What follows belongs to an exercise in optimizing a design on an open flow for small area; a production flow would make more cautious choices.
The RTL was checked by simulation tests, not by an equivalence proof against the original design.
Power figures rest on the tool's default switching activity, not on a simulated workload.

==> flow/design.v <==
`timescale 1ns / 1ps
module ALU(
    input [7:0] A,
    input [7:0] B,
    output [7:0] Y
    );    
    assign Y = A + B;
endmodule
module ControlUnit(
    input  [1:0] op,
    input        reset,
    output       isAdd,
    output       isLoad,
    output       isStore,
    output       isJump
    );
    assign isAdd   = ~reset & (op == 2'b00);
    assign isLoad  = ~reset & (op == 2'b01);
    assign isStore = ~reset & (op == 2'b10);
    assign isJump  = ~reset & (op == 2'b11);
endmodule
module DataMemory(
    input        clk,
    input        reset,
    input  [4:0] index,
    input  [7:0] writeData,
    input        MemWrite,
    input        MemRead,
    output [7:0] readData
    );
    wire [7:0] rd_terms [0:31];
    genvar g, b;
    generate
        for (g = 0; g < 32; g = g + 1) begin : word
            localparam [7:0] INIT = (g < 16) ? g : (8'd0 - (g - 16));
            reg  [7:0] q;
            wire       hit  = (index == g);
            wire       wr   = MemWrite & hit;
            wire       hold = ~(wr | reset);
            always @(posedge clk)
                q <= ({8{wr}} & writeData) | ({8{hold}} & q) | ({8{reset}} & INIT);
            assign rd_terms[g] = {8{hit & MemRead}} & q;
        end
    endgenerate
    reg [7:0] acc;
    integer k;
    always @(*) begin
        acc = 8'd0;
        for (k = 0; k < 32; k = k + 1)
            acc = acc | rd_terms[k];
    end
    assign readData = acc;
endmodule
module Hex_to_7seg(
    input  [3:0] hex,
    output [6:0] seg
    );
    wire [15:0] d = 16'd1 << hex;    
    assign seg[0] = |(d & 16'b1101_0111_1110_1101);  
    assign seg[1] = |(d & 16'b0010_0111_1001_1111);  
    assign seg[2] = |(d & 16'b0010_1111_1111_1011);  
    assign seg[3] = |(d & 16'b0111_1011_0110_1101);  
    assign seg[4] = |(d & 16'b1111_1101_0100_0101);  
    assign seg[5] = |(d & 16'b1101_1111_0111_0001);  
    assign seg[6] = |(d & 16'b1110_1111_0111_1100);  
endmodule
module ProgramCounter(
    input            clk,
    input            reset,
    input            isJump,
    input      [1:0] rd,
    output reg [7:0] PC
    );
    wire [7:0] step = isJump ? ({{6{rd[1]}}, rd} + 8'd1) : 8'd1;
    wire [7:0] next = PC + step;
    always @(posedge clk)
        PC <= next & {8{~reset}};
endmodule
module RegisterFile(
    input        clk,
    input        reset,
    input  [1:0] rs, rt, rd,
    input  [7:0] writeData,
    input        RegWrite,
    output [7:0] rsData, rtData
    );
    wire [7:0] r [0:3];
    genvar g;
    generate
        for (g = 0; g < 4; g = g + 1) begin : reg_
            reg  [7:0] q;
            wire       wr   = RegWrite & (rd == g);
            wire       hold = ~(wr | reset);
            always @(posedge clk)
                q <= ({8{wr}} & writeData) | ({8{hold}} & q);
            assign r[g] = q;
        end
    endgenerate
    assign rsData = r[rs];
    assign rtData = r[rt];
endmodule
module Microprocessor(
    input oscillator,
    input reset,
    input [7:0] instruction,
    output [6:0] seg1,
    output [6:0] seg2,
    output [6:0] seg3,
    output [6:0] seg4,
    output [7:0] PC
);
    wire [1:0] op = instruction[7:6];
    wire [1:0] rs = instruction[5:4];
    wire [1:0] rt = instruction[3:2];
    wire [1:0] rd = instruction[1:0];
    wire isAdd, isLoad, isStore, isJump;
    wire [7:0] rsData, rtData, sum, memData, wd;
    ControlUnit cu(.op(op), .reset(reset), .isAdd(isAdd), .isLoad(isLoad),
                   .isStore(isStore), .isJump(isJump));
    RegisterFile rf(.clk(oscillator), .reset(reset), .rs(rs), .rt(rt),
                    .rd(isAdd ? rd : rt), .writeData(wd),
                    .RegWrite(isAdd | isLoad),
                    .rsData(rsData), .rtData(rtData));
    ALU alu(.A(rsData), .B(rtData), .Y(sum));
    wire [4:0] index = rsData[4:0] + {{3{rd[1]}}, rd};
    DataMemory dm(.clk(oscillator), .reset(reset), .index(index),
                  .writeData(wd), .MemWrite(isStore), .MemRead(isLoad),
                  .readData(memData));
    assign wd = ({8{isAdd}} & sum) | memData | ({8{isStore}} & rtData) |
                ({8{isJump}} & {6'b000000, rd});
    ProgramCounter pc(.clk(oscillator), .reset(reset), .isJump(isJump),
                      .rd(rd), .PC(PC));
    Hex_to_7seg display1(.hex(wd[7:4]), .seg(seg1));
    Hex_to_7seg display2(.hex(wd[3:0]), .seg(seg2));
    Hex_to_7seg display3(.hex(PC[7:4]), .seg(seg3));
    Hex_to_7seg display4(.hex(PC[3:0]), .seg(seg4));
endmodule
==> flow/flow/run.sh <==
#!/bin/bash
# Own layout flow: the standard synthesis, then the combinational logic
# is rebuilt from a structural netlist (gen.py: memory, register file, read
# multiplexers and adders as hand-placed sky130hd cells; the small decoders
# mapped by Yosys/ABC with an area script). The registers keep the standard
# synthesis's names and cell types. The rest is the standard layout,
# with port buffers of buf_1 and a clock tree without dummy loads.
set -euo pipefail
cd "$(dirname "$0")/.."
W=$PWD
R=$W/orfs/results/${FLOW_PLATFORM:-sky130hd}/Microprocessor/base

bash standard.sh synth > $W/std_synth.log 2>&1
cp $R/1_2_yosys.v $W/std_1_2_yosys.v
python3 flow/gen.py $W/std_1_2_yosys.v $W/hand.v > $W/gen.log 2>&1
bash flow/map.sh $W/hand.v $W/mapped.v $W/map.log
cp $W/mapped.v $R/1_2_yosys.v
rm -f $R/1_synth.odb

bash standard.sh \
  "BUFFER_PORTS_ARGS=-buffer_cell sky130_fd_sc_hd__buf_1" \
  "CTS_ARGS=-sink_clustering_enable -repair_clock_nets -dont_use_dummy_load -buf_list sky130_fd_sc_hd__clkbuf_4 -sink_clustering_size 10 -sink_clustering_max_diameter 40" \
  finish > $W/layout.log 2>&1
==> flow/flow/area.abc <==
strash; &get -n; &fraig -x; &put; scorr; dc2; dch -f; amap; topo
==> flow/flow/gen.py <==
#!/usr/bin/env python3
"""Write a structural netlist of Microprocessor: the memory, register file,
read multiplexers and adders as sky130hd cells, the small decoders as
assign statements for Yosys/ABC to map. Register instance names and cell
types are taken from the standard synthesis netlist given as argv[1].
usage: gen.py STD_NETLIST OUT.v"""
import re
import sys

std = open(sys.argv[1]).read()
flops = re.findall(r'(sky130_fd_sc_hd__\w*df\w*)\s+(\\\S+)\s*\(', std)
names = {}
for typ, name in flops:
    assert typ == 'sky130_fd_sc_hd__dfxtp_1', (typ, name)
    m = re.match(r'\\dm\.word\[(\d+)\]\.q\[(\d)\]\$_DFF_P_$', name)
    if m:
        names[('m', int(m.group(1)), int(m.group(2)))] = name
        continue
    m = re.match(r'\\rf\.reg_\[(\d)\]\.q\[(\d)\]\$_DFF_P_$', name)
    if m:
        names[('r', int(m.group(1)), int(m.group(2)))] = name
        continue
    m = re.match(r'\\pc\.PC\[(\d)\]\$_DFF_P_$', name)
    if m:
        names[('p', 0, int(m.group(1)))] = name
        continue
    raise SystemExit('unknown register ' + name)
assert len(names) == 296 and len(flops) == 296, len(names)

P = 'sky130_fd_sc_hd__'
out = []
cnt = [0]


def cell(typ, **pins):
    cnt[0] += 1
    conn = ', '.join('.%s(%s)' % (k, v) for k, v in pins.items())
    out.append('  %s%s u%d (%s);' % (P, typ, cnt[0], conn))


def init(g):
    return g if g < 16 else (-(g - 16)) & 0xFF


w = out.append
w('module Microprocessor(oscillator, reset, instruction, seg1, seg2, seg3, seg4, PC);')
w('  input oscillator; input reset; input [7:0] instruction;')
w('  output [6:0] seg1; output [6:0] seg2; output [6:0] seg3; output [6:0] seg4;')
w('  output [7:0] PC;')
# state
for g in range(32):
    w('  wire [7:0] m%d, md%d;' % (g, g))
for k in range(4):
    w('  wire [7:0] r%d, rd%d;' % (k, k))
w('  wire [7:0] pcd, pcs;')
w('  assign PC = pcq;')
w('  wire [7:0] pcq;')
w('  wire [1:0] op = instruction[7:6];')
w('  wire [1:0] rs = instruction[5:4];')
w('  wire [1:0] rt = instruction[3:2];')
w('  wire [1:0] rdf = instruction[1:0];')
# control (ABC)
w('  wire isAdd = ~reset & (op == 2\'b00);')
w('  wire isLoad = ~reset & (op == 2\'b01);')
w('  wire isStore = ~reset & (op == 2\'b10);')
w('  wire isJump = ~reset & (op == 2\'b11);')
w('  wire [3:0] rso = 4\'b0001 << rs;')
w('  wire [3:0] rto = 4\'b0001 << rt;')
# register read ports (cells)
w('  wire [7:0] a, b, a0n, a1n, b0n, b1n;')
for bit in range(8):
    cell('a22oi_1', A1='rso[0]', A2='r0[%d]' % bit, B1='rso[1]', B2='r1[%d]' % bit, Y='a0n[%d]' % bit)
    cell('a22oi_1', A1='rso[2]', A2='r2[%d]' % bit, B1='rso[3]', B2='r3[%d]' % bit, Y='a1n[%d]' % bit)
    cell('nand2_1', A='a0n[%d]' % bit, B='a1n[%d]' % bit, Y='a[%d]' % bit)
    cell('a22oi_1', A1='rto[0]', A2='r0[%d]' % bit, B1='rto[1]', B2='r1[%d]' % bit, Y='b0n[%d]' % bit)
    cell('a22oi_1', A1='rto[2]', A2='r2[%d]' % bit, B1='rto[3]', B2='r3[%d]' % bit, Y='b1n[%d]' % bit)
    cell('nand2_1', A='b0n[%d]' % bit, B='b1n[%d]' % bit, Y='b[%d]' % bit)
# ALU: ripple carry a + b
w('  wire [7:0] sum; wire [8:0] ac;')
cell('ha_1', A='a[0]', B='b[0]', COUT='ac[1]', SUM='sum[0]')
for bit in range(1, 8):
    cell('fa_1', A='a[%d]' % bit, B='b[%d]' % bit, CIN='ac[%d]' % bit, COUT='ac[%d]' % (bit + 1), SUM='sum[%d]' % bit)
# memory index idx = a[4:0] + sext(rd). The low two bits come from a half
# and a full adder; the high three bits are a[4:2] + delta with
# delta = c2 - rd[1] in {-1, 0, +1}, so their one-hot decode is the
# one-hot decode of a[4:2] rotated by delta (no carry chain).
w('  wire [1:0] idx; wire [2:1] ic;')
cell('ha_1', A='a[0]', B='rdf[0]', COUT='ic[1]', SUM='idx[0]')
cell('fa_1', A='a[1]', B='rdf[1]', CIN='ic[1]', COUT='ic[2]', SUM='idx[1]')
w('  wire [1:0] idx_n; wire [4:2] a_n;')
w('  wire [3:0] loL_n, loW, loW_n;')
w('  wire [7:0] oh, hi_n, hiW, hiW_n;')
w('  wire d0, dp, dm;')
for k in range(2):
    cell('inv_1', A='idx[%d]' % k, Y='idx_n[%d]' % k)
for k in range(2, 5):
    cell('inv_1', A='a[%d]' % k, Y='a_n[%d]' % k)


def lit(k, v):
    return ('idx[%d]' if v else 'idx_n[%d]') % k


def nlit(k, v):
    # the literal that is 0 when a[k] == v
    return ('a_n[%d]' if v else 'a[%d]') % k


for j in range(4):
    cell('nand3_1', A='isLoad', B=lit(1, j >> 1), C=lit(0, j & 1), Y='loL_n[%d]' % j)
    cell('a31oi_1', A1='isStore', A2=lit(1, j >> 1), A3=lit(0, j & 1), B1='reset', Y='loW_n[%d]' % j)
    cell('inv_1', A='loW_n[%d]' % j, Y='loW[%d]' % j)
cell('xnor2_1', A='ic[2]', B='rdf[1]', Y='d0')
cell('nor2b_1', A='rdf[1]', B_N='ic[2]', Y='dp')
cell('nor2b_1', A='ic[2]', B_N='rdf[1]', Y='dm')
for i in range(8):
    cell('nor3_1', A=nlit(4, i >> 2), B=nlit(3, (i >> 1) & 1), C=nlit(2, i & 1), Y='oh[%d]' % i)
for i in range(8):
    cell('a222oi_1', A1='d0', A2='oh[%d]' % i, B1='dp', B2='oh[%d]' % ((i - 1) % 8),
         C1='dm', C2='oh[%d]' % ((i + 1) % 8), Y='hi_n[%d]' % i)
    cell('nor2b_1', A='reset', B_N='hi_n[%d]' % i, Y='hiW_n[%d]' % i)
    cell('nand2b_1', A_N='reset', B='hi_n[%d]' % i, Y='hiW[%d]' % i)
w('  wire [31:0] hit, W1, H;')
for g in range(32):
    cell('nor2_1', A='loL_n[%d]' % (g % 4), B='hi_n[%d]' % (g // 4), Y='hit[%d]' % g)
    cell('nor2_1', A='loW_n[%d]' % (g % 4), B='hiW_n[%d]' % (g // 4), Y='W1[%d]' % g)
    cell('nand2_1', A='loW[%d]' % (g % 4), B='hiW[%d]' % (g // 4), Y='H[%d]' % g)
# value bus wd: NAND of inverted terms
w('  wire [7:0] wd, wdd, wd1;')
w('  assign wd1 = wd | {8{reset}};')
for bit in range(8):
    terms = []
    for j in range(11):
        t = 'mt%d_%d' % (bit, j)
        w('  wire %s;' % t)
        terms.append(t)
        gs = list(range(3 * j, min(3 * j + 3, 32)))
        pins = {}
        for letter, g in zip('ABC', gs):
            pins[letter + '1'] = 'hit[%d]' % g
            pins[letter + '2'] = 'm%d[%d]' % (g, bit)
        if len(gs) == 3:
            cell('a222oi_1', Y=t, **pins)
        else:
            cell('a22oi_1', Y=t, **pins)
    t = 'ot%d' % bit
    w('  wire %s;' % t)
    terms.append(t)
    if bit < 2:
        cell('a222oi_1', A1='isAdd', A2='sum[%d]' % bit, B1='isStore', B2='b[%d]' % bit,
             C1='isJump', C2='rdf[%d]' % bit, Y=t)
    else:
        cell('a22oi_1', A1='isAdd', A2='sum[%d]' % bit, B1='isStore', B2='b[%d]' % bit, Y=t)
    w('  wire [2:0] wp%d;' % bit)
    for q in range(3):
        cell('nand4_1', A=terms[4 * q], B=terms[4 * q + 1], C=terms[4 * q + 2], D=terms[4 * q + 3],
             Y='wp%d[%d]' % (bit, q))
    cell('or3_1', A='wp%d[0]' % bit, B='wp%d[1]' % bit, C='wp%d[2]' % bit, X='wd[%d]' % bit)
    # a second driver of the same value for the displays, off the memory's write-data net
    cell('or3_1', A='wp%d[0]' % bit, B='wp%d[1]' % bit, C='wp%d[2]' % bit, X='wdd[%d]' % bit)
# memory cells
for g in range(32):
    for bit in range(8):
        data = 'wd1[%d]' % bit if (init(g) >> bit) & 1 else 'wd[%d]' % bit
        cell('a22o_1', A1='W1[%d]' % g, A2=data, B1='H[%d]' % g, B2='m%d[%d]' % (g, bit), X='md%d[%d]' % (g, bit))
# register file write strobes (ABC) and cells
w('  wire RegWrite = isAdd | isLoad;')
w('  wire [1:0] dest = isAdd ? rdf : rt;')
w('  wire [3:0] rW1 = ({4{RegWrite}} & (4\'b0001 << dest)) | {4{reset}};')
w('  wire [3:0] rH = ~rW1;')
for k in range(4):
    for bit in range(8):
        cell('a22o_1', A1='rW1[%d]' % k, A2='wd[%d]' % bit, B1='rH[%d]' % k, B2='r%d[%d]' % (k, bit), X='rd%d[%d]' % (k, bit))
# program counter: PC + K, K = 1, or for JUMP 1 + sext(rd)
w('  wire k0 = ~isJump | ~rdf[0];')                  # rd = 0, 2 -> bit0 of 1+s is 1
w('  wire k1 = isJump & (rdf[0] ^ rdf[1]);')          # rd = 1 (2), rd = 2 (-1 = ff)
w('  wire kd = isJump & rdf[1] & ~rdf[0];')           # rd = 2 -> -1
w('  wire [8:0] pc_c;')
cell('ha_1', A='pcq[0]', B='k0', COUT='pc_c[1]', SUM='pcs[0]')
cell('fa_1', A='pcq[1]', B='k1', CIN='pc_c[1]', COUT='pc_c[2]', SUM='pcs[1]')
for bit in range(2, 8):
    cell('fa_1', A='pcq[%d]' % bit, B='kd', CIN='pc_c[%d]' % bit, COUT='pc_c[%d]' % (bit + 1), SUM='pcs[%d]' % bit)
w('  assign pcd = pcs & {8{~reset}};')
# seven-segment decoders: a fixed cell netlist (seg7.v, module seg7_cells)
w('  seg7_cells d1 (.hex(wdd[7:4]), .seg(seg1));')
w('  seg7_cells d2 (.hex(wdd[3:0]), .seg(seg2));')
w('  seg7_cells d3 (.hex(pcq[7:4]), .seg(seg3));')
w('  seg7_cells d4 (.hex(pcq[3:0]), .seg(seg4));')
# flip-flops
for (kind, i, bit), name in sorted(names.items()):
    if kind == 'm':
        d, q = 'md%d[%d]' % (i, bit), 'm%d[%d]' % (i, bit)
    elif kind == 'r':
        d, q = 'rd%d[%d]' % (i, bit), 'r%d[%d]' % (i, bit)
    else:
        d, q = 'pcd[%d]' % bit, 'pcq[%d]' % bit
    out.append('  %sdfxtp_1 %s (.CLK(oscillator), .D(%s), .Q(%s));' % (P, name, d, q))
w('endmodule')
seg7 = open(__file__.rsplit('/', 1)[0] + '/seg7.v' if '/' in __file__ else 'seg7.v').read()
open(sys.argv[2], 'w').write('\n'.join(out) + '\n' + seg7)
==> flow/flow/map.sh <==
#!/bin/bash
# usage: map.sh HAND.v OUT.v LOG  (run from anywhere)
set -euo pipefail
D=$(cd "$(dirname "$0")" && pwd)
LIB=${FLOW_HOME:-/OpenROAD-flow-scripts/flow}/platforms/sky130hd/lib/sky130_fd_sc_hd__tt_025C_1v80.lib
DU=""
for c in $(sed -n '/^export DONT_USE_CELLS/,/^$/p' ${FLOW_HOME:-/OpenROAD-flow-scripts/flow}/platforms/sky130hd/config.mk | grep -o 'sky130_fd_sc_hd__[a-z0-9_]*'); do DU="$DU -dont_use $c"; done
sed -e "s#LIBFILE#$LIB#g" -e "s#HANDV#$1#" -e "s#OUTV#$2#" -e "s#DONTUSE#$DU#" -e "s#ABCSCRIPT#$D/area.abc#" $D/map.ys > $3.ys
yosys -s $3.ys > $3 2>&1
==> flow/flow/map.ys <==
# Map the assign statements of the structural netlist to sky130hd cells.
# The netlist's own cell instances are library blackboxes and stay as they are.
read_liberty -lib -ignore_miss_dir -setattr blackbox LIBFILE
read_verilog -defer HANDV
hierarchy -check -top Microprocessor
proc
flatten
opt -purge
techmap
opt -fast -purge
abc -liberty LIBFILE DONTUSE -script ABCSCRIPT
opt_clean -purge
setundef -zero
splitnets
opt_clean -purge
hilomap -singleton -hicell sky130_fd_sc_hd__conb_1 HI -locell sky130_fd_sc_hd__conb_1 LO
insbuf -buf sky130_fd_sc_hd__buf_1 A X
check -assert
stat -liberty LIBFILE
write_verilog -noexpr -nohex -nodec -noattr OUTV
==> flow/flow/seg7.v <==

module seg7_cells(hex, seg);
  input [3:0] hex;
  wire [3:0] hex;
  output [6:0] seg;
  wire [6:0] seg;
  wire _00_;
  wire _01_;
  wire _02_;
  wire _03_;
  wire _04_;
  wire _05_;
  wire _06_;
  wire _07_;
  wire _08_;
  wire _09_;
  wire _10_;
  wire _11_;
  wire _12_;
  wire _13_;
  wire _14_;
  wire _15_;
  wire _16_;
  sky130_fd_sc_hd__clkinv_1 _17_ (
    .A(hex[3]),
    .Y(_00_)
  );
  sky130_fd_sc_hd__nand2_1 _18_ (
    .A(_00_),
    .B(hex[0]),
    .Y(_01_)
  );
  sky130_fd_sc_hd__clkinv_1 _19_ (
    .A(hex[0]),
    .Y(_02_)
  );
  sky130_fd_sc_hd__nor2_1 _20_ (
    .A(hex[2]),
    .B(_02_),
    .Y(_03_)
  );
  sky130_fd_sc_hd__a21oi_1 _21_ (
    .A1(_00_),
    .A2(hex[2]),
    .B1(_03_),
    .Y(_04_)
  );
  sky130_fd_sc_hd__a21o_2 _22_ (
    .A1(hex[1]),
    .A2(_01_),
    .B1(_04_),
    .X(seg[4])
  );
  sky130_fd_sc_hd__clkinv_1 _23_ (
    .A(hex[1]),
    .Y(_05_)
  );
  sky130_fd_sc_hd__clkinv_1 _24_ (
    .A(hex[2]),
    .Y(_06_)
  );
  sky130_fd_sc_hd__nor2_1 _25_ (
    .A(hex[0]),
    .B(_06_),
    .Y(_07_)
  );
  sky130_fd_sc_hd__nor2_1 _26_ (
    .A(_03_),
    .B(_07_),
    .Y(_08_)
  );
  sky130_fd_sc_hd__clkinv_1 _27_ (
    .A(_08_),
    .Y(_09_)
  );
  sky130_fd_sc_hd__a211oi_1 _28_ (
    .A1(_00_),
    .A2(_06_),
    .B1(_05_),
    .C1(_09_),
    .Y(_10_)
  );
  sky130_fd_sc_hd__a31oi_1 _29_ (
    .A1(_00_),
    .A2(_05_),
    .A3(_09_),
    .B1(_10_),
    .Y(seg[3])
  );
  sky130_fd_sc_hd__a21oi_1 _30_ (
    .A1(hex[3]),
    .A2(hex[0]),
    .B1(_06_),
    .Y(_11_)
  );
  sky130_fd_sc_hd__nor3_1 _31_ (
    .A(_00_),
    .B(_02_),
    .C(_05_),
    .Y(_12_)
  );
  sky130_fd_sc_hd__a21oi_1 _32_ (
    .A1(seg[3]),
    .A2(_11_),
    .B1(_12_),
    .Y(seg[1])
  );
  sky130_fd_sc_hd__o21ai_0 _33_ (
    .A1(hex[3]),
    .A2(_05_),
    .B1(seg[1]),
    .Y(_13_)
  );
  sky130_fd_sc_hd__nand2_1 _34_ (
    .A(_13_),
    .B(_04_),
    .Y(seg[2])
  );
  sky130_fd_sc_hd__nor2_1 _35_ (
    .A(hex[3]),
    .B(_05_),
    .Y(_14_)
  );
  sky130_fd_sc_hd__a21oi_1 _36_ (
    .A1(_06_),
    .A2(_01_),
    .B1(_13_),
    .Y(_15_)
  );
  sky130_fd_sc_hd__o22ai_1 _37_ (
    .A1(hex[0]),
    .A2(_06_),
    .B1(_14_),
    .B2(_15_),
    .Y(seg[5])
  );
  sky130_fd_sc_hd__a21oi_1 _38_ (
    .A1(_06_),
    .A2(_12_),
    .B1(_15_),
    .Y(seg[0])
  );
  sky130_fd_sc_hd__a21oi_1 _39_ (
    .A1(_00_),
    .A2(hex[2]),
    .B1(hex[1]),
    .Y(_16_)
  );
  sky130_fd_sc_hd__o22ai_1 _40_ (
    .A1(_00_),
    .A2(_07_),
    .B1(_16_),
    .B2(_10_),
    .Y(seg[6])
  );
endmodule
==> flow/standard.sh <==
#!/bin/bash
# synth_recipe.tcl (not shown) runs the flow's synth.tcl, then flattens the netlist and writes it again
# the make line also repeats each setting of config.mk as NAME=value (left out here)
make -C /OpenROAD-flow-scripts/flow DESIGN_CONFIG=/design/flow/config.mk WORK_HOME=/design/flow/orfs CLKGATE_MAP_FILE= SYNTH_SCRIPT=/design/flow/synth_recipe.tcl "${@:-finish}"
==> flow/config.mk <==
export PLATFORM = sky130hd
export DESIGN_NAME = Microprocessor
export DESIGN_NICKNAME = Microprocessor
export VERILOG_FILES = /design/flow/design.v
export SDC_FILE = /design/flow/constraint.sdc
export NUM_CORES = 4
export LEC_CHECK = 0
export ABC_AREA = 1
export CAP_MARGIN = 20
export CORE_MARGIN = 2
export CORE_UTILIZATION = 45
export GPL_TIMING_DRIVEN = 0
export SLEW_MARGIN = 20
==> flow/constraint.sdc <==
create_clock -name core_clock -period 10.0 [get_ports {oscillator}]
set_input_delay 2.0000 -clock core_clock [delete_from_list [all_inputs] [get_ports {oscillator}]]
set_output_delay 2.0000 -clock core_clock [all_outputs]
set_load 0.01 [all_outputs]
==> results_dict.tcl, run 1 <==
set metrics [dict create \
    port_buffers 45 \
    setup_ws_ps 185 \
    pre_cts_ws_ps 98.2 \
    cts.path.max_buffers 3 \
    chipWidth_um 165 \
    power_density_mw_per_mm2 207 \
    relSlewSlack_pct 22.8 \
    synthesis.area_mm2 0.0117 \
    skew_ps 67.5 \
    path_class "in2out" \
    status "no timing/DRC/antenna violations" \
    syn_inst 1083 \
    start_util_pct 46.1 \
    area_delta_synth_final_pct 9.30 \
    cts_buffers 41 \
    synth_warnings 3 \
    drive_gt1_share_pct 6.43 \
    grt-ovfl-total 0 \
    ant_nets 0 \
    dp.cells 1461 \
    grt_pass1_vias 9522 \
    dieArea_mm2 0.0272 \
    grt_pass1_wl_mm 57.0 \
    core_mm2 0.0253 \
    synth_fp_nets 1111 \
    grt_use_met1_pct 39.2 \
    drv_slew 0 \
    nFillCells 2322 \
    syn_area_per_cell_um2 10.8 \
    cts.reportedPaths.clkPinSlew_ps 50 \
    layout.cells.non_filler 1513 \
    holdWs_ps 477 \
    grtUsageTotal_pct 27.6 \
    std_cell_rows 58 \
    nNetsFinal 1212 \
    critPathArrivalTime_ps 7810 \
    cts_tree "yes" \
    ios 46 \
    routed_wl_mm 37.8 \
    start_kind "input port" \
    clock_sinks 296 \
    wl_per_cell_um 25.0 \
    tightest_slew_ps 1160 \
    crit_required_ps 8000 \
    grt_max_degree 34 \
    antenna_found_initial 1 \
    hpwl_mm 24.4 \
    drc 0 \
    fin_crit_sh_pct 98.1 \
    die_h_um 165 \
    drtIter0Drc 1316 \
    vias 10300 \
    clock.fmax_mhz 102 \
    grt_util_met2_pct 40.2 \
    setup_viol 0 \
    vdd_drop_max_mv 0.121 \
    path_max_fanout 8 \
    clock_latency_ps 680 \
    top_usage_layer "met2" \
    end_kind "output pin" \
    cts_hold_buf 0 \
    drt_first_pass_iters 10 \
    place_congestion 0.882 \
    htreeDepth 2 \
    avgViaCountPerCell 6.78 \
    hp-class "reg2reg" \
    post-route-min-period_ps 9810 \
    cts_root_buf "clkbuf_4" \
    hold_violations 0 \
    gr-usage-met3_pct 5.73 \
    power.leakage_nw 5.01 \
    maxCapViolations 0 \
]
## area by class of cell
| class | instances | area (um^2) | share of cell area (%) |
|---|---|---|---|
| inverters | 42 | 158 | 1.24 |
| diodes | 1 | 2.50 | 0.0196 |
| multi-input cells | 745 | 5660 | 44.3 |
| clock buffers | 41 | 308 | 2.41 |
| repair buffers | 58 | 292 | 2.29 |
| well taps | 330 | 413 | 3.24 |
| flip-flops and latches | 296 | 5930 | 46.5 |
## power by group
part	total, mW	internal (mW)	switching [mW]
sequential	1.51	1.39	0.123
clock	0.574	0.189	0.385
combinational	0.557	0.225	0.333
total	2.64	1.80	0.841
## final timing paths
check,start,end,slack (ps),depth (start not counted)
setup / recovery,instruction[3],seg1[5],190,23
hold / removal,dm.word[21].q[4],dm.word[21].q[4],480,1
setup reg to reg,rf.reg_[0].q[0],dm.word[22].q[7],3650,15
hold reg to reg,dm.word[21].q[4],dm.word[21].q[4],480,1
## timing repair
item	CTS	global route
gates resized for setup	0	7
buffers inserted	0	10
endpoints found under the setup margin	0	7
## layer usage
metal  routed length [um]  up-vias
li1                     -     4688
met1                17000     4952
met2                16000      519
met3                 3300      106
met4                 1560        0
met5                    0        -
## per-stage QoR
stage | utilization, % | TNS (ps) | area [um^2] | power (mW)
floorplan | - | 0 | 11700 | 1.88
global placement | 48.4 | 0 | 12300 | 2.05
detailed placement | 48.7 | 0 | 12300 | 2.07
CTS | 49.9 | 0 | 12600 | 2.63
global route | 50.4 | -1.06 | 12800 | 2.77
finish | 50.4 | 0 | 12800 | 2.64
## cells in the final DEF, fill, tap and decap left out, types with 4 or more instances in the layout
master,instances
dfxtp_1,296
a22o_1,288
a222oi_1,90
nor2_1,87
nand2_1,58
buf_1,44
a22oi_1,44
clkbuf_4,41
clkinv_1,33
a21oi_1,24
nand4_1,24
nor2b_1,18
fa_1,15
nor3_1,14
o22ai_1,11
buf_4,10
or3_1,10
inv_1,9
nand2b_1,8
o21ai_0,7
or2_1,5
a21o_2,4
a31oi_1,4
or3_2,4
nand3_1,4
a31oi_2,4
## state kept, by name (all words and copies together), names as in the netlist
signal / cells
rf.reg_.q: 32
pc.PC: 8
dm.word.q: 256
## worst max-delay path, cell delays in order
cell	delay (ps)
buf_1	190
nor2_1	170
a22oi_1	230
nand2_1	130
ha_1	210
fa_1	410
fa_1	400
fa_1	390
fa_1	410
fa_1	410
fa_1	410
fa_1	450
a22oi_2	250
nand4_1	220
or3_4	450
clkinv_1	150
a211oi_2	100
a31oi_1	220
a21oi_1	110
o21ai_0	110
a21oi_1	90
o22ai_1	130
buf_1	170
==> inputs of run 2 (changes only) <==
--- a/flow/config.mk
+++ b/flow/config.mk
@@ -7,7 +7,7 @@
 export LEC_CHECK = 0
 export ABC_AREA = 1
-export CAP_MARGIN = 20
+export CAP_MARGIN = 5
 export CORE_MARGIN = 2
 export CORE_UTILIZATION = 45
 export GPL_TIMING_DRIVEN = 0
-export SLEW_MARGIN = 20
+export SLEW_MARGIN = 5
==> run 2 against run 1 <==
Net effect:
- area after synthesis stayed put
- die area did not move
- worst setup slack better by 32 ps
- hold slack improved by 3.0 ps
- highest routed layer unchanged
- routed wire length fell by 0.57%
- first-iteration DRC count up 6.1%
- clock skew rose by 4.6 ps
- design area shrank 0.33%
- still clean
- non-clock buffer count decreased by 2
- sequential power barely moved
- cell count decreased by 0.13%
- sequential cell count stayed put
==> results_dict.tcl, run 2 <==
set metrics [dict create \
    status "no timing/DRC/antenna violations" \
    synth_warnings 3 \
    multi_input_area_mm2 0.00565 \
    rrSetupSlack_ps 3470 \
    path_class "in2out" \
    place_congestion 0.882 \
    top_regs "dm.word.q x256, rf.reg_.q x32, pc.PC x8" \
    grt_pass1_wl_mm 56.7 \
    area_delta_synth_final_pct 8.93 \
    maxCapViolations 0 \
    drive_gt1_share_pct 5.85 \
    vias 10200 \
    hp-start "dm.word[21].q[4]" \
    critPathArrivalTime_ps 7780 \
    hold_end "dm.word[21].q[4]" \
    largest-register "dm.word.q" \
    largest_reg_flops 256 \
    avgViaCountPerCell 6.77 \
    worstHoldPathCells 1 \
    clock_latency_ps 680 \
    relSlewSlack_pct 16.1 \
    start_kind "input port" \
    routed_wl_mm 37.6 \
    port_buffers 45 \
    antenna_found_initial 1 \
    tightest_slew_ps 1260 \
    syn_area_per_cell_um2 10.8 \
    setup_tns_ps 0 \
    std_cell_rows 58 \
    skew_ps 72.1 \
    syn_inst 1083 \
    grt_max_degree 42 \
    cts_hold_buf 0 \
    vdd_drop_max_mv 0.110 \
    cts.reportedPaths.clkPinSlew_ps 80 \
    chipWidth_um 165 \
    end_kind "output pin" \
    clock.fmax_mhz 102 \
    die_h_um 165 \
    cts_root_buf "clkbuf_4" \
    rr_worst_depth 15 \
    synthesis.area_mm2 0.0117 \
    final_common_cell "dfxtp_1" \
    crit_required_ps 8000 \
    post-route-min-period_ps 9780 \
    hp-class "reg2reg" \
    ios 46 \
    path_max_fanout 8 \
    cts_buffers 41 \
    dieArea_mm2 0.0272 \
    hold_violations 0 \
    drtIter0Drc 1396 \
    drt_first_pass_iters 10 \
    grt_pass1_vias 9399 \
    wl_per_cell_um 24.9 \
    nNetsFinal 1210 \
    cts_tree "yes" \
    drc 0 \
    synth_fp_nets 1111 \
    crit_start "instruction[3]" \
    hpwl_mm 24.4 \
    rsz0062_at_grt "false" \
    nFillCells 2379 \
    core_mm2 0.0253 \
    clock_sinks 296 \
    htreeDepth 2 \
    reg2reg_to "dm.word[25].q[7]" \
    grtUsageTotal_pct 27.4 \
    layout_common_cells "dfxtp_1, a22o_1, a222oi_1" \
    post-route-util_pct 50.2 \
    setup_viol 0 \
    start_util_pct 46.1 \
    seq_area_mm2 0.00593 \
    power.leakage_nw 4.99 \
    cts.path.max_buffers 3 \
    r2r-start "rf.reg_[0].q[0]" \
    grt-ovfl-total 0 \
    power_density_mw_per_mm2 207 \
    drv_slew 0 \
    fin_crit_sh_pct 97.8 \
    ant_nets 0 \
]
-- run 2: per-layer routing --
metal	vias up	part of all wire, %	GRT usage (%)
met1	4907	45	39.4
li1	4662	-	-
met3	101	8.9	5.27
met4	0	3.9	11.7
met5	-	0	0
met2	557	43	39.9
-- run 2: per-stage QoR --
step | cells | total power, mW | cell area (um^2) | hold WS (ps) | setup slack (ps)
floorplan | 1083 | 1.88 | 11700 | 442 | 966
global placement | 1458 | 2.05 | 12300 | 455 | 175
detailed placement | 1460 | 2.06 | 12300 | 455 | 118
CTS | 1501 | 2.63 | 12600 | 478 | 87.6
global route | 1511 | 2.76 | 12700 | 492 | 20.2
finish | 1511 | 2.64 | 12700 | 480 | 217
-- run 2: final cells by class --
cell class / count / share of cell area, %
flip-flops and latches: 296 / 46.6
diodes: 1 / 0.0197
inverters: 42 / 1.24
multi-input cells: 745 / 44.4
well taps: 330 / 3.25
clock buffers: 41 / 2.42
repair buffers: 56 / 2.05
-- run 2: power by group --
group | internal (mW) | total [mW] | switching, mW | leakage (nW)
Combinational | 0.221 | 0.553 | 0.332 | 2.36
Clock | 0.189 | 0.572 | 0.383 | 0.189
Sequential | 1.39 | 1.51 | 0.123 | 2.44
Total | 1.80 | 2.64 | 0.838 | 4.99
-- run 2: how the worst max path moves through the flow --
stage	to	cells past startpoint	slack [ps]
final	seg1[5]	23	220
after global routing	seg2[5]	24	20
after CTS	seg2[5]	24	90
after detailed placement	seg2[5]	24	120
after global placement	seg2[5]	24	180
after floorplan	seg1[0]	22	970
-- run 2: what timing repair did --
action | 4_1_cts | 5_1_grt
endpoints found under the setup margin | 0 | 8
gates resized for setup | 0 | 7
buffers inserted | 0 | 9
-- run 2: worst max-delay path: stages --
cell and delay [ps]:
buf_1 180, nor2_1 170, a22oi_1 250, nand2_1 140, ha_1 220, fa_1 400
fa_1 400, fa_1 390, fa_1 400, fa_1 410, fa_1 410, fa_1 450
a22oi_2 260, nand4_1 200, or3_4 430, clkinv_1 140, a211oi_2 90, a31oi_1 210
a21oi_1 110, o21ai_0 110, a21oi_1 90, o22ai_1 130, buf_1 170
==> inputs of run 3 (changes only) <==
--- a/flow/flow/gen.py
+++ b/flow/flow/gen.py
@@ -182,7 +182,8 @@
     cell('fa_1', A='pcq[%d]' % bit, B='kd', CIN='pc_c[%d]' % bit, COUT='pc_c[%d]' % (bit + 1), SUM='pcs[%d]' % bit)
 w('  assign pcd = pcs & {8{~reset}};')
-# seven-segment decoders: a fixed cell netlist (seg7.v, module seg7_cells)
-w('  seg7_cells d1 (.hex(wdd[7:4]), .seg(seg1));')
-w('  seg7_cells d2 (.hex(wdd[3:0]), .seg(seg2));')
+# seven-segment decoders: fixed cell netlists, a shallow one (seg7f.v) for the
+# value bus, which ends the longest paths, and a smaller one (seg7.v) for PC
+w('  seg7_fast d1 (.hex(wdd[7:4]), .seg(seg1));')
+w('  seg7_fast d2 (.hex(wdd[3:0]), .seg(seg2));')
 w('  seg7_cells d3 (.hex(pcq[7:4]), .seg(seg3));')
 w('  seg7_cells d4 (.hex(pcq[3:0]), .seg(seg4));')
@@ -197,4 +198,5 @@
     out.append('  %sdfxtp_1 %s (.CLK(oscillator), .D(%s), .Q(%s));' % (P, name, d, q))
 w('endmodule')
-seg7 = open(__file__.rsplit('/', 1)[0] + '/seg7.v' if '/' in __file__ else 'seg7.v').read()
+here = __file__.rsplit('/', 1)[0] + '/' if '/' in __file__ else ''
+seg7 = open(here + 'seg7.v').read() + open(here + 'seg7f.v').read()
 open(sys.argv[2], 'w').write('\n'.join(out) + '\n' + seg7)
==> flow/flow/seg7f.v (new file) <==

module seg7_fast(hex, seg);
  input [3:0] hex;
  wire [3:0] hex;
  output [6:0] seg;
  wire [6:0] seg;
  wire _00_;
  wire _01_;
  wire _02_;
  wire _03_;
  wire _04_;
  wire _05_;
  wire _06_;
  wire _07_;
  wire _08_;
  wire _09_;
  wire _10_;
  wire _11_;
  wire _12_;
  wire _13_;
  wire _14_;
  wire _15_;
  wire _16_;
  wire _17_;
  wire _18_;
  wire _19_;
  wire _20_;
  wire _21_;
  wire _22_;
  wire _23_;
  wire _24_;
  sky130_fd_sc_hd__o21ai_0 _25_ (
    .A1(hex[1]),
    .A2(hex[2]),
    .B1(hex[3]),
    .Y(_00_)
  );
  sky130_fd_sc_hd__clkinv_1 _26_ (
    .A(hex[2]),
    .Y(_01_)
  );
  sky130_fd_sc_hd__nor2_1 _27_ (
    .A(hex[3]),
    .B(_01_),
    .Y(_02_)
  );
  sky130_fd_sc_hd__clkinv_1 _28_ (
    .A(hex[1]),
    .Y(_03_)
  );
  sky130_fd_sc_hd__a22oi_1 _29_ (
    .A1(_00_),
    .A2(hex[0]),
    .B1(_02_),
    .B2(_03_),
    .Y(seg[4])
  );
  sky130_fd_sc_hd__nand2_1 _30_ (
    .A(hex[3]),
    .B(hex[2]),
    .Y(_04_)
  );
  sky130_fd_sc_hd__a21oi_1 _31_ (
    .A1(_03_),
    .A2(hex[0]),
    .B1(_04_),
    .Y(_05_)
  );
  sky130_fd_sc_hd__clkinv_1 _32_ (
    .A(hex[3]),
    .Y(_06_)
  );
  sky130_fd_sc_hd__nand2_1 _33_ (
    .A(_06_),
    .B(_01_),
    .Y(_07_)
  );
  sky130_fd_sc_hd__nor3_1 _34_ (
    .A(hex[0]),
    .B(_03_),
    .C(_07_),
    .Y(_08_)
  );
  sky130_fd_sc_hd__nor2_1 _35_ (
    .A(_05_),
    .B(_08_),
    .Y(seg[2])
  );
  sky130_fd_sc_hd__nand2_1 _36_ (
    .A(_01_),
    .B(hex[0]),
    .Y(_09_)
  );
  sky130_fd_sc_hd__nand2_1 _37_ (
    .A(_09_),
    .B(_03_),
    .Y(_10_)
  );
  sky130_fd_sc_hd__clkinv_1 _38_ (
    .A(hex[0]),
    .Y(_11_)
  );
  sky130_fd_sc_hd__nand2_1 _39_ (
    .A(_11_),
    .B(hex[2]),
    .Y(_12_)
  );
  sky130_fd_sc_hd__nand2_1 _40_ (
    .A(_03_),
    .B(hex[0]),
    .Y(_13_)
  );
  sky130_fd_sc_hd__nor2_1 _41_ (
    .A(_04_),
    .B(_13_),
    .Y(_14_)
  );
  sky130_fd_sc_hd__a31oi_1 _42_ (
    .A1(_10_),
    .A2(_06_),
    .A3(_12_),
    .B1(_14_),
    .Y(seg[5])
  );
  sky130_fd_sc_hd__o21ai_0 _43_ (
    .A1(hex[3]),
    .A2(_11_),
    .B1(_03_),
    .Y(_15_)
  );
  sky130_fd_sc_hd__nand2_1 _44_ (
    .A(hex[0]),
    .B(hex[1]),
    .Y(_16_)
  );
  sky130_fd_sc_hd__a21oi_1 _45_ (
    .A1(_12_),
    .A2(_16_),
    .B1(_06_),
    .Y(_17_)
  );
  sky130_fd_sc_hd__a31oi_1 _46_ (
    .A1(hex[2]),
    .A2(_15_),
    .A3(_16_),
    .B1(_17_),
    .Y(seg[1])
  );
  sky130_fd_sc_hd__nand2_1 _47_ (
    .A(_09_),
    .B(_12_),
    .Y(_18_)
  );
  sky130_fd_sc_hd__nor2_1 _48_ (
    .A(hex[3]),
    .B(hex[1]),
    .Y(_19_)
  );
  sky130_fd_sc_hd__nand3_1 _49_ (
    .A(_11_),
    .B(_01_),
    .C(hex[3]),
    .Y(_20_)
  );
  sky130_fd_sc_hd__o21ai_0 _50_ (
    .A1(_11_),
    .A2(_01_),
    .B1(_20_),
    .Y(_21_)
  );
  sky130_fd_sc_hd__a22oi_1 _51_ (
    .A1(_18_),
    .A2(_19_),
    .B1(_21_),
    .B2(hex[1]),
    .Y(seg[3])
  );
  sky130_fd_sc_hd__nand2_1 _52_ (
    .A(_07_),
    .B(_04_),
    .Y(_22_)
  );
  sky130_fd_sc_hd__o21ai_0 _53_ (
    .A1(hex[2]),
    .A2(_06_),
    .B1(hex[1]),
    .Y(_23_)
  );
  sky130_fd_sc_hd__o221ai_1 _54_ (
    .A1(hex[0]),
    .A2(_02_),
    .B1(_13_),
    .B2(_22_),
    .C1(_23_),
    .Y(seg[0])
  );
  sky130_fd_sc_hd__o211ai_1 _55_ (
    .A1(hex[0]),
    .A2(_04_),
    .B1(_16_),
    .C1(_07_),
    .Y(_24_)
  );
  sky130_fd_sc_hd__o21ai_0 _56_ (
    .A1(_03_),
    .A2(_02_),
    .B1(_24_),
    .Y(seg[6])
  );
endmodule
--- a/flow/config.mk
+++ b/flow/config.mk
@@ -7,7 +7,7 @@
 export LEC_CHECK = 0
 export ABC_AREA = 1
-export CAP_MARGIN = 5
+export CAP_MARGIN = 20
 export CORE_MARGIN = 2
 export CORE_UTILIZATION = 45
 export GPL_TIMING_DRIVEN = 0
-export SLEW_MARGIN = 5
+export SLEW_MARGIN = 20
==> run 3 against run 2 <==
Net effect:
- still clean on timing, DRC and antenna
- register-to-register slack improved by 410 ps
- utilization down 0.84 points
- non-clock buffer count shrank 8
==> results_dict.tcl, run 3 <==
set metrics [dict create \
    clock_sinks 296 \
    ant_nets 0 \
    fin_crit_sh_pct 92.5 \
    clock_latency_ps 700 \
    cts.reportedPaths.clkPinSlew_ps 50 \
    grt_max_degree 29 \
    combPwrFrac_pct 20.5 \
    vdd_drop_max_mv 0.0665 \
    grt_pass1_vias 9516 \
    clock.fmax_mhz 108 \
    die_h_um 166 \
    core_mm2 0.0258 \
    routed_wl_mm 37.3 \
    finalPower_mw 2.65 \
    power_frac_seq_pct 57.3 \
    slowest_stage "or3_1" \
    wl_met3_mm 3.16 \
    hpwl_mm 24.4 \
    skew_ps 110 \
    power_density_mw_per_mm2 207 \
    postPlaceCellArea_mm2 0.0124 \
    p_int_mw 1.80 \
    drv_slew 0 \
    htreeDepth 2 \
    chipWidth_um 166 \
    syn_inst 1099 \
    cts_resized 0 \
    cts_tree "yes" \
    cts_hold_buf 0 \
    tightest_slew_ps 1130 \
    path_class "in2out" \
    postLayoutCellArea_mm2 0.0128 \
    syn_area_per_cell_um2 10.7 \
    rsz0062_at_grt "false" \
    dp.cells 1482 \
    place_congestion 0.862 \
    largest-register "dm.word.q" \
    post-route-min-period_ps 9250 \
    post-route-util_pct 49.4 \
    end_kind "output pin" \
    cts_buffers 43 \
    antenna_found_initial 1 \
    grt_pass1_wl_mm 57.1 \
    setup_tns_ps 0 \
    final_common_cell "dfxtp_1" \
    power.leakage_nw 5.00 \
    status "no timing/DRC/antenna violations" \
    holdWs_ps 479 \
    dieArea_mm2 0.0274 \
    path_max_fanout 8 \
    setup_ws_ps 746 \
    ios 46 \
    area_delta_synth_final_pct 8.60 \
    drc 0 \
    top_regs "dm.word.q x256, rf.reg_.q x32, pc.PC x8" \
    synth_warnings 3 \
    synth_fp_nets 1127 \
    port_buffers 45 \
    highest_layer "met4" \
    start_util_pct 45.4 \
    critPathArrivalTime_ps 7250 \
    std_cell_rows 59 \
    maxCapViolations 0 \
    vias 10300 \
    grt-ovfl-total 0 \
    wl_met2_mm 16.0 \
    start_kind "input port" \
    drtIter0Drc 1454 \
    wirelength_met1_mm 17.1 \
    switchingPower_mw 0.843 \
    setup_viol 0 \
    hp-class "reg2reg" \
    largest_reg_flops 256 \
    grtUsageTotal_pct 27.1 \
    drive_gt1_share_pct 4.79 \
    crit_required_ps 8000 \
    switching_share_pct 31.9 \
    wl_per_cell_um 24.5 \
    post_cts_buffers 0 \
    pre_cts_ws_ps 767 \
    path_cells "buf_1 > nor2_1 > a22oi_1 > nand2_1 > ha_1 > fa_1 > fa_1 > fa_1 > fa_1 > fa_1 > fa_1 > fa_1 > a22oi_1 > nand4_1 > or3_1 > nand2_1 > nand2_1 > o221ai_1 > buf_1" \
    synthesis.area_mm2 0.0117 \
    cts.path.max_buffers 3 \
    clkPwrFrac_pct 22.2 \
    cts_root_buf "clkbuf_4" \
    relSlewSlack_pct 24.1 \
    avgViaCountPerCell 6.77 \
    drt_first_pass_iters 10 \
    layout.cells.non_filler 1526 \
    cpMostUsedCell "fa_1" \
    hold_violations 0 \
    nNetsFinal 1220 \
    layout_common_cells "dfxtp_1, a22o_1, a222oi_1" \
    worst_path_largest_cell_delay_ps 530 \
]
-- run 3: power by group through the flow --
stage | registers, mW | clock network, mW | logic (mW)
after floorplan | 1.50 | 0 | 0.376
after global placement | 1.54 | 0 | 0.512
after detailed placement | 1.53 | 0 | 0.533
after CTS | 1.51 | 0.598 | 0.533
after global routing | 1.54 | 0.649 | 0.589
final | 1.51 | 0.588 | 0.543
-- run 3: worst max-delay path, delay by kind of cell --
kind / cells / cell delay [ps]
buffers and inverters: 2 / 320
AO/OA/AOI/OAI: 3 / 610
AND/OR/NAND/NOR: 6 / 1340
adder cells (fa/ha/maj): 8 / 2970
-- run 3: layer usage --
metal  GRT usage (%)  up-vias
met3            4.85       77
met4            8.27        0
li1                -     4704
met5               0        -
met2            39.6      508
met1            40.7     5044
-- run 3: layout make-up --
class	instances	area [um^2]
inverters	40	150
multi-input cells	763	5700
fillers	2419	13100
clock buffers	43	323
repair buffers	48	228
flip-flops and latches	296	5930
well taps	335	419
diodes	1	2.50
-- run 3: worst paths after layout --
check / start / to / slack, ps / depth (start not counted)
min: dm.word[30].q[3] / dm.word[30].q[3] / 480 / 1
max: instruction[2] / seg1[0] / 750 / 19
max reg2reg: rf.reg_[2].q[0] / dm.word[31].q[7] / 3880 / 15
min reg2reg: dm.word[30].q[3] / dm.word[30].q[3] / 480 / 1
==> inputs of run 4 (changes only) <==
--- a/flow/flow/gen.py
+++ b/flow/flow/gen.py
@@ -127,5 +127,5 @@
     cell('nand2_1', A='loW[%d]' % (g % 4), B='hiW[%d]' % (g // 4), Y='H[%d]' % g)
 # value bus wd: NAND of inverted terms
-w('  wire [7:0] wd, wdd, wd1;')
+w('  wire [7:0] wd, wd1;')
 w('  assign wd1 = wd | {8{reset}};')
 for bit in range(8):
@@ -157,6 +157,4 @@
              Y='wp%d[%d]' % (bit, q))
     cell('or3_1', A='wp%d[0]' % bit, B='wp%d[1]' % bit, C='wp%d[2]' % bit, X='wd[%d]' % bit)
-    # a second driver of the same value for the displays, off the memory's write-data net
-    cell('or3_1', A='wp%d[0]' % bit, B='wp%d[1]' % bit, C='wp%d[2]' % bit, X='wdd[%d]' % bit)
 # memory cells
 for g in range(32):
@@ -184,6 +182,6 @@
 # seven-segment decoders: fixed cell netlists, a shallow one (seg7f.v) for the
 # value bus, which ends the longest paths, and a smaller one (seg7.v) for PC
-w('  seg7_fast d1 (.hex(wdd[7:4]), .seg(seg1));')
-w('  seg7_fast d2 (.hex(wdd[3:0]), .seg(seg2));')
+w('  seg7_fast d1 (.hex(wd[7:4]), .seg(seg1));')
+w('  seg7_fast d2 (.hex(wd[3:0]), .seg(seg2));')
 w('  seg7_cells d3 (.hex(pcq[7:4]), .seg(seg3));')
 w('  seg7_cells d4 (.hex(pcq[3:0]), .seg(seg4));')
--- a/flow/config.mk
+++ b/flow/config.mk
@@ -7,7 +7,7 @@
 export LEC_CHECK = 0
 export ABC_AREA = 1
-export CAP_MARGIN = 20
+export CAP_MARGIN = 5
 export CORE_MARGIN = 2
 export CORE_UTILIZATION = 45
 export GPL_TIMING_DRIVEN = 0
-export SLEW_MARGIN = 20
+export SLEW_MARGIN = 5
==> run 4 against run 3 <==
Net effect:
- area after synthesis is 0.43% lower
- die area is 0.41% lower
- global-route usage is 0.28 points lower
- fmax decreased by 4.0%
- sequential share of layout area is 0.26 points higher
- design area down 0.55%
- critical endpoint unchanged
- still clean
- highest routed layer unchanged
==> results_dict.tcl, run 4 <==
set metrics [dict create \
    antenna_found_initial 1 \
    setup_viol 0 \
    path_max_fanout 29 \
    relSlewSlack_pct 12.0 \
    area_delta_synth_final_pct 8.46 \
    nNetsFinal 1212 \
    crit_required_ps 8000 \
    syn_inst 1091 \
    slowest_stage "or3_2" \
    layout_common_cells "dfxtp_1, a22o_1, a222oi_1" \
    largest-register "dm.word.q" \
    critPathArrivalTime_ps 7640 \
    maxCapViolations 0 \
    largest_reg_flops 256 \
    drv_slew 0 \
    grt-ovfl-total 0 \
    ant_nets 0 \
    post-route-util_pct 50.1 \
    synthesis.area_mm2 0.0117 \
    grt_pass1_vias 9532 \
    routed_wl_mm 36.9 \
    crit_family "adder cells" \
    clock.fmax_mhz 104 \
    p_int_mw 1.80 \
    chipWidth_um 165 \
    clock_sinks 296 \
    tightest_slew_ps 1320 \
    postPlaceCellArea_mm2 0.0123 \
    drive_gt1_share_pct 4.82 \
    std_cell_rows 58 \
    switching_share_pct 31.5 \
    path_cells "buf_1 > nor2_1 > a22oi_1 > nand2_1 > ha_1 > fa_1 > fa_1 > fa_1 > fa_1 > fa_1 > fa_1 > fa_1 > a22oi_1 > nand4_1 > or3_2 > nand2_1 > nand2_1 > o221ai_1 > buf_1" \
    clkPwrFrac_pct 21.8 \
    postLayoutCellArea_mm2 0.0127 \
    worst_path_largest_cell_delay_ps 820 \
    core_mm2 0.0253 \
    setup_tns_ps 0 \
    power_density_mw_per_mm2 207 \
    top_regs "dm.word.q x256, rf.reg_.q x32, pc.PC x8" \
    cts_buffers 42 \
    cts.path.max_buffers 3 \
    cts_root_buf "clkbuf_4" \
    hp-class "reg2reg" \
    switchingPower_mw 0.826 \
    avgViaCountPerCell 6.82 \
    power.leakage_nw 4.94 \
    combPwrFrac_pct 20.4 \
    grtUsageTotal_pct 26.9 \
    clock_latency_ps 680 \
    drt_first_pass_iters 9 \
    grt_pass1_wl_mm 56.1 \
    path_class "in2out" \
    rsz0062_at_grt "false" \
    fin_crit_sh_pct 96.4 \
    drc 0 \
    cts.reportedPaths.clkPinSlew_ps 70 \
    hpwl_mm 23.5 \
    grt_max_degree 42 \
    path_buf_inv 2 \
    ios 46 \
    cts_tree "yes" \
    die_h_um 165 \
    vias 10300 \
    skew_ps 66.4 \
    synth_fp_nets 1119 \
    hold_violations 0 \
    cpMostUsedCell "fa_1" \
    port_buffers 45 \
    htreeDepth 2 \
    start_util_pct 46.2 \
    start_kind "input port" \
    drtIter0Drc 1405 \
    dieArea_mm2 0.0273 \
    vdd_drop_max_mv 0.0998 \
    end_kind "output pin" \
    synth_warnings 3 \
    status "no timing/DRC/antenna violations" \
    final_common_cell "dfxtp_1" \
    post-route-min-period_ps 9640 \
    wl_per_cell_um 24.4 \
    place_congestion 0.906 \
    power_frac_seq_pct 57.8 \
    syn_area_per_cell_um2 10.7 \
]
run 4: per-stage QoR:
step                      power, mW  std cells  worst slack (ps)  hold WS [ps]
final                          2.62       1513               362           475
after global routing           2.76       1513              54.3           489
after detailed placement       2.05       1469             -52.8           457
after CTS                      2.62       1511               197           479
after global placement         2.04       1466             -50.0           455
after floorplan                1.87       1091              1260           442
run 4: routing by layer:
layer | up-vias | wire length (um) | global-route usage (%)
met1 | 4963 | 16400 | 38.7
met4 | 0 | 1420 | 10.6
met5 | - | 0 | 0
met3 | 112 | 3340 | 5.07
li1 | 4695 | - | -
met2 | 544 | 15700 | 39.6
run 4: cell type report:
class                   count  area [um^2]
clock buffers              42          315
flip-flops and latches    296         5930
fillers                  2343        12600
inverters                  40          150
multi-input cells         755         5640
well taps                 330          413
repair buffers             49          235
diodes                      1         2.50
run 4: final timing paths:
kind,startpoint,to,slack (ps),depth (start not counted)
setup / recovery,instruction[2],seg1[0],360,19
hold / removal,dm.word[18].q[2],dm.word[18].q[2],470,1
setup reg to reg,rf.reg_[2].q[0],dm.word[19].q[3],3730,12
hold reg to reg,dm.word[18].q[2],dm.word[18].q[2],470,1
run 4: what timing repair did:
| item | in CTS | in global routing |
|---|---|---|
| resized for setup | 1 | 0 |
| hold buffers | 0 | 0 |
| setup buffers | 0 | 0 |
| endpoints found under the setup margin | 2 | 0 |
run 4: power groups by stage:
| stage | Sequential, mW | Clock (mW) | Combinational, mW |
|---|---|---|---|
| final | 1.52 | 0.573 | 0.534 |
| after global routing | 1.54 | 0.636 | 0.580 |
| after CTS | 1.51 | 0.591 | 0.522 |
| after detailed placement | 1.53 | 0 | 0.520 |
| after global placement | 1.54 | 0 | 0.504 |
| after floorplan | 1.50 | 0 | 0.373 |
==> inputs of run 5 (changes only) <==
--- a/flow/flow/run.sh
+++ b/flow/flow/run.sh
@@ -20,4 +20,4 @@
 bash standard.sh \
   "BUFFER_PORTS_ARGS=-buffer_cell sky130_fd_sc_hd__buf_1" \
-  "CTS_ARGS=-sink_clustering_enable -repair_clock_nets -dont_use_dummy_load -buf_list sky130_fd_sc_hd__clkbuf_4 -sink_clustering_size 10 -sink_clustering_max_diameter 40" \
+  "CTS_ARGS=-sink_clustering_enable -repair_clock_nets -dont_use_dummy_load -buf_list sky130_fd_sc_hd__clkbuf_4 -sink_clustering_size 12 -sink_clustering_max_diameter 45" \
   finish > $W/layout.log 2>&1
==> run 5 against run 4 <==
Net effect:
- critical path depth unchanged
- die area stayed put
- fmax shrank 0.36%
- synthesized cell count is the same
- clock-buffer cell count down 5
- first-iteration DRC count fell by 4.8%
- hold slack better by 5.6 ps
- critical endpoint unchanged
- largest cell class unchanged
- largest power group unchanged
- highest routed layer unchanged
==> results_dict.tcl, run 5 <==
set metrics [dict create \
    status "no timing/DRC/antenna violations" \
    cts.reportedPaths.clkPinSlew_ps 80 \
    hpwl_mm 23.5 \
    start_util_pct 46.2 \
    largest-register "dm.word.q" \
    drive_gt1_share_pct 4.42 \
    end_kind "output pin" \
    hold_violations 0 \
    routed_wl_mm 36.9 \
    setup_viol 0 \
    power.leakage_nw 4.92 \
    cts_buffers 37 \
    crit_family "adder cells" \
    vdd_drop_max_mv 0.0864 \
    drv_slew 0 \
    path_class "in2out" \
    setup_tns_ps 0 \
    path_buf_inv 2 \
    grt_max_degree 42 \
    finalPower_mw 2.60 \
    dieArea_mm2 0.0273 \
    synth_warnings 3 \
    core_mm2 0.0253 \
    hp-class "reg2reg" \
    holdWs_ps 480 \
    worst_path_largest_cell_delay_ps 820 \
    clock.fmax_mhz 103 \
    dp.cells 1469 \
    place_congestion 0.906 \
    cts_hold_buf 0 \
    synthesis.area_mm2 0.0117 \
    grt-ovfl-total 0 \
    clock_sinks 296 \
    die_h_um 165 \
    rrSetupSlack_ps 3770 \
    largest_reg_flops 256 \
    drtIter0Drc 1338 \
    grtUsageTotal_pct 26.8 \
    antenna_found_initial 1 \
    top_regs "dm.word.q x256, rf.reg_.q x32, pc.PC x8" \
    rr_worst_depth 15 \
    post-route-min-period_ps 9670 \
    grt_pass1_vias 9456 \
    layout.cells.non_filler 1510 \
    drc 0 \
    critPathArrivalTime_ps 7670 \
    reg2reg_to "dm.word[28].q[7]" \
    nNetsFinal 1207 \
    crit_start "instruction[2]" \
    crit_cells 19 \
    std_cell_rows 58 \
    skew_ps 59.0 \
    cpMostUsedCell "fa_1" \
    rsz0062_at_grt "false" \
    ios 46 \
    relSlewSlack_pct 11.0 \
    path_max_fanout 29 \
    cts_tree "yes" \
    port_buffers 45 \
    synth_fp_nets 1119 \
    area_delta_synth_final_pct 8.19 \
    tightest_slew_ps 1340 \
    post-route-util_pct 49.9 \
    power_density_mw_per_mm2 205 \
    cts_resized 1 \
    cts.path.max_buffers 3 \
    grt_pass1_wl_mm 56.0 \
    avgViaCountPerCell 6.79 \
    layout_common_cells "dfxtp_1, a22o_1, a222oi_1" \
    syn_area_per_cell_um2 10.7 \
    chipWidth_um 165 \
    clock_latency_ps 670 \
    cts_root_buf "clkbuf_4" \
    slowest_stage "or3_2" \
    fin_crit_sh_pct 96.7 \
    path_cells "buf_1 > nor2_1 > a22oi_1 > nand2_1 > ha_1 > fa_1 > fa_1 > fa_1 > fa_1 > fa_1 > fa_1 > fa_1 > a22oi_1 > nand4_1 > or3_2 > nand2_1 > nand2_1 > o221ai_1 > buf_1" \
    vias 10300 \
    ant_nets 0 \
    htreeDepth 2 \
    syn_inst 1091 \
    r2r-start "rf.reg_[3].q[0]" \
    final_common_cell "dfxtp_1" \
    wl_per_cell_um 24.5 \
    post_cts_buffers 0 \
    maxCapViolations 0 \
    crit_required_ps 8000 \
    drt_first_pass_iters 15 \
    start_kind "input port" \
    crit_path_end "seg1[0]" \
]
## run 5: worst min path at each step
stage / startpoint / end / slack (ps) / cells past startpoint
floorplan: dm.word[0].q[0] / dm.word[0].q[0] / 440 / 1
global placement: dm.word[18].q[7] / dm.word[18].q[7] / 450 / 1
detailed placement: dm.word[30].q[5] / dm.word[30].q[5] / 460 / 1
CTS: dm.word[29].q[3] / dm.word[29].q[3] / 480 / 1
global route: dm.word[31].q[7] / dm.word[31].q[7] / 500 / 1
finish: dm.word[28].q[6] / dm.word[28].q[6] / 480 / 1
## run 5: metal layers
metal	GRT usage [%]	part of all wire [%]	vias to the layer above	wire, um
li1	-	-	4680	-
met1	38.5	44	4957	16300
met3	4.97	9.1	101	3370
met2	39.7	43	521	15900
met4	10.3	3.7	0	1350
met5	0	0	-	0
## run 5: cell type report
class	count	area, um^2
diodes	3	7.51
clock buffers	37	278
fillers	2355	12700
inverters	40	150
multi-input cells	755	5640
flip-flops and latches	296	5930
well taps	330	413
repair buffers	49	235
## run 5: worst register-to-register path, stage by stage, from the launching register on
cell	delay (ps)
dfxtp_1	340
a22oi_1	190
nand2_1	130
ha_1	220
fa_1	380
fa_1	380
fa_1	410
fa_1	400
fa_1	400
fa_1	390
fa_1	440
a22oi_1	290
nand4_1	180
or3_2	820
or2_0	720
a22o_1	400
## run 5: report_power, final
group	leakage, nW	internal (mW)	switching, mW	total, mW
Combinational	2.31	0.215	0.320	0.535
Clock	0.170	0.171	0.374	0.546
Sequential	2.44	1.39	0.128	1.52
## run 5: through the flow
stage | cell area (um^2) | setup WS [ps]
floorplan | 11700 | 1260
global placement | 12300 | -50.0
detailed placement | 12300 | -52.8
CTS | 12600 | 197
global route | 12600 | 52.7
finish | 12600 | 327
==> inputs of run 6 (changes only) <==
==> flow/flow/run.sh (replaced) <==
#!/bin/bash
# Own layout flow: the standard synthesis, then the combinational logic
# is rebuilt from a structural netlist (gen.py: memory, register file, read
# multiplexers, index decode and adders as sky130hd cells, the seven-segment
# decoders from seg7.v/seg7f.v, the remaining small decoders mapped by
# Yosys/ABC with an area script; map.sh). The registers keep the standard
# synthesis's names and cell types. The rest is the standard layout,
# with port buffers of buf_1 and a clock tree of clkbuf_4 without dummy loads.
# Each tool's output goes to its own log here (std_synth.log, gen.log,
# map.log, layout.log; ORFS's own logs under orfs/logs).
set -euo pipefail
cd "$(dirname "$0")/.."
W=$PWD
R=$W/orfs/results/${FLOW_PLATFORM:-sky130hd}/Microprocessor/base

bash standard.sh synth > $W/std_synth.log 2>&1
cp $R/1_2_yosys.v $W/std_1_2_yosys.v
python3 flow/gen.py $W/std_1_2_yosys.v $W/hand.v > $W/gen.log 2>&1
bash flow/map.sh $W/hand.v $W/mapped.v $W/map.log
cp $W/mapped.v $R/1_2_yosys.v
rm -f $R/1_synth.odb

bash standard.sh \
  "BUFFER_PORTS_ARGS=-buffer_cell sky130_fd_sc_hd__buf_1" \
  "CTS_ARGS=-sink_clustering_enable -repair_clock_nets -dont_use_dummy_load -buf_list sky130_fd_sc_hd__clkbuf_4 -sink_clustering_size 10 -sink_clustering_max_diameter 40" \
  finish > $W/layout.log 2>&1
--- a/flow/config.mk
+++ b/flow/config.mk
@@ -9,5 +9,5 @@
 export CAP_MARGIN = 5
 export CORE_MARGIN = 2
-export CORE_UTILIZATION = 45
+export CORE_UTILIZATION = 50
 export GPL_TIMING_DRIVEN = 0
 export SLEW_MARGIN = 5
==> run 6 against run 5 <==
Net effect:
- design area about the same
- synthesized cell count unchanged
- utilization increased by 5.6 points
- clock power increased by 4%
- sequential share of layout area about the same
- critical path depth decreased by 2
- register-to-register slack improved by 40 ps
- non-clock buffer count decreased by 2
- critical path type unchanged
==> results_dict.tcl, run 6 <==
set metrics [dict create \
    status "no timing/DRC/antenna violations" \
    path_max_fanout 28 \
    power.leakage_nw 4.92 \
    cts.path.max_buffers 3 \
    critPathArrivalTime_ps 7600 \
    grt_pass1_wl_mm 56.0 \
    setup_ws_ps 398 \
    clock_sinks 296 \
    nFillCells 2030 \
    cts_resized 1 \
    chipWidth_um 157 \
    setup_viol 0 \
    vias 10200 \
    routed_wl_mm 36.6 \
    hpwl_mm 23.2 \
    port_buffers 45 \
    end_kind "output pin" \
    ios 46 \
    place_congestion 0.957 \
    grt_max_degree 42 \
    post_cts_buffers 0 \
    cts.reportedPaths.clkPinSlew_ps 60 \
    grt_pass1_vias 9493 \
    switching_share_pct 31.5 \
    hold_violations 0 \
    clock.fmax_mhz 104 \
    htreeDepth 2 \
    top_regs "dm.word.q x256, rf.reg_.q x32, pc.PC x8" \
    fin_crit_sh_pct 96.0 \
    final_common_cell "dfxtp_1" \
    power_density_mw_per_mm2 207 \
    dieArea_mm2 0.0246 \
    switchingPower_mw 0.824 \
    tightest_slew_ps 1340 \
    holdWs_ps 478 \
    drv_slew 0 \
    cts_hold_buf 0 \
    antenna_found_initial 2 \
    start_util_pct 51.3 \
    rsz0062_at_grt "false" \
    cts_tree "yes" \
    std_cell_rows 55 \
    post-route-min-period_ps 9600 \
    post-route-util_pct 55.6 \
    wl_per_cell_um 24.5 \
    synth_warnings 3 \
    grt-ovfl-total 0 \
    avgViaCountPerCell 6.80 \
    largest-register "dm.word.q" \
    maxCapViolations 0 \
    drc 0 \
    die_h_um 157 \
    drive_gt1_share_pct 5.00 \
    grtUsageTotal_pct 29.7 \
    finalPower_mw 2.62 \
    drt_first_pass_iters 9 \
    start_kind "input port" \
    combPwrFrac_pct 20.4 \
    vdd_drop_max_mv 0.113 \
    path_class "in2out" \
    cts_root_buf "clkbuf_4" \
    cts_buffers 41 \
    clock_latency_ps 660 \
    largest_reg_flops 256 \
    area_delta_synth_final_pct 8.23 \
    core_mm2 0.0228 \
    hp-class "reg2reg" \
    relSlewSlack_pct 10.7 \
    crit_required_ps 8000 \
    syn_inst 1091 \
    syn_area_per_cell_um2 10.7 \
    layout_common_cells "dfxtp_1, a22o_1, a222oi_1" \
    synthesis.area_mm2 0.0117 \
    synth_fp_nets 1119 \
    pre_cts_ws_ps -208 \
    drtIter0Drc 1260 \
    power_frac_seq_pct 58.0 \
    nNetsFinal 1209 \
    clkPwrFrac_pct 21.6 \
    p_int_mw 1.79 \
    ant_nets 0 \
    skew_ps 72.2 \
]
==> run 6: cell type report <==
cell class	count	area (um^2)	area share, %
tap	313	392	3.09
sequential	296	5930	46.8
clock buffer	41	308	2.43
antenna	1	2.50	0.0198
multi-input combinational	755	5660	44.8
timing repair buffer	47	213	1.68
inverter	40	150	1.19
==> run 6: power by group through the flow <==
stage | clock (mW) | combinational, mW | sequential, mW
after detailed placement | 0 | 0.521 | 1.53
after global placement | 0 | 0.505 | 1.54
final | 0.566 | 0.533 | 1.52
after CTS | 0.582 | 0.521 | 1.51
after global routing | 0.631 | 0.581 | 1.54
after floorplan | 0 | 0.373 | 1.50
==> run 6: through the flow <==
| step | area [um^2] | setup TNS (ps) | cells |
|---|---|---|---|
| global route | 12700 | 0 | 1493 |
| detailed placement | 12300 | -621 | 1450 |
| floorplan | 11700 | 0 | 1091 |
| global placement | 12300 | -535 | 1449 |
| finish | 12700 | 0 | 1493 |
| CTS | 12600 | 0 | 1491 |
==> run 6: routing by layer <==
metal / share of wire (%) / up-vias / GRT usage [%]
met5: 0 / - / 0
met4: 3.9 / 0 / 12.3
met3: 9.1 / 100 / 5.64
met2: 42 / 467 / 43.2
met1: 45 / 4910 / 43.1
li1: - / 4677 / -
==> run 6: path summary, 6_finish.rpt <==
check                         from               end  slack [ps]  depth (start not counted)
setup / recovery    instruction[5]           seg1[1]         400                         17
hold / removal    dm.word[11].q[0]  dm.word[11].q[0]         480                          1
setup reg to reg   rf.reg_[0].q[0]  dm.word[18].q[5]        3810                         12
hold reg to reg   dm.word[11].q[0]  dm.word[11].q[0]         480                          1
==> run 6: worst max-delay path, stage by stage <==
cell and delay, ps:
buf_1 120, clkinv_1 90, nor2_1 500, a22oi_1 180
nand2_1 160, ha_1 180, fa_1 230, xnor2_1 210
a222oi_1 930, nor2_1 370, a222oi_1 600, nand4_1 340
or3_2 920, clkinv_1 270, o21ai_0 120, a31oi_1 180
buf_1 170

==> afterwards: timing with drivers on the ports <==
No port has a modelled driver above. Below, the same layouts with a new extraction and two added sets of constraints.
Step 1, drivers: a clkbuf_16 drives oscillator and a buf_2 each remaining input, both assumed.
Step 2 also shifts input and output timing later by t, the mid clock arrival at the registers, as if the neighbouring blocks saw the same clock.
Three values: no drivers, after step 1, after step 2; two values: the first two.
run	t (ns)	setup WS [ns]
run 1	0.689	0.185 / 0.163 / 0.163
run 2	0.683	0.217 / 0.195 / 0.195
run 3	0.687	0.746 / 0.709 / 0.709
run 4	0.693	0.362 / 0.336 / 0.336
run 5	0.683	0.327 / 0.302 / 0.302
run 6	0.665	0.398 / 0.377 / 0.377
After both steps every run listed still meets setup and hold.
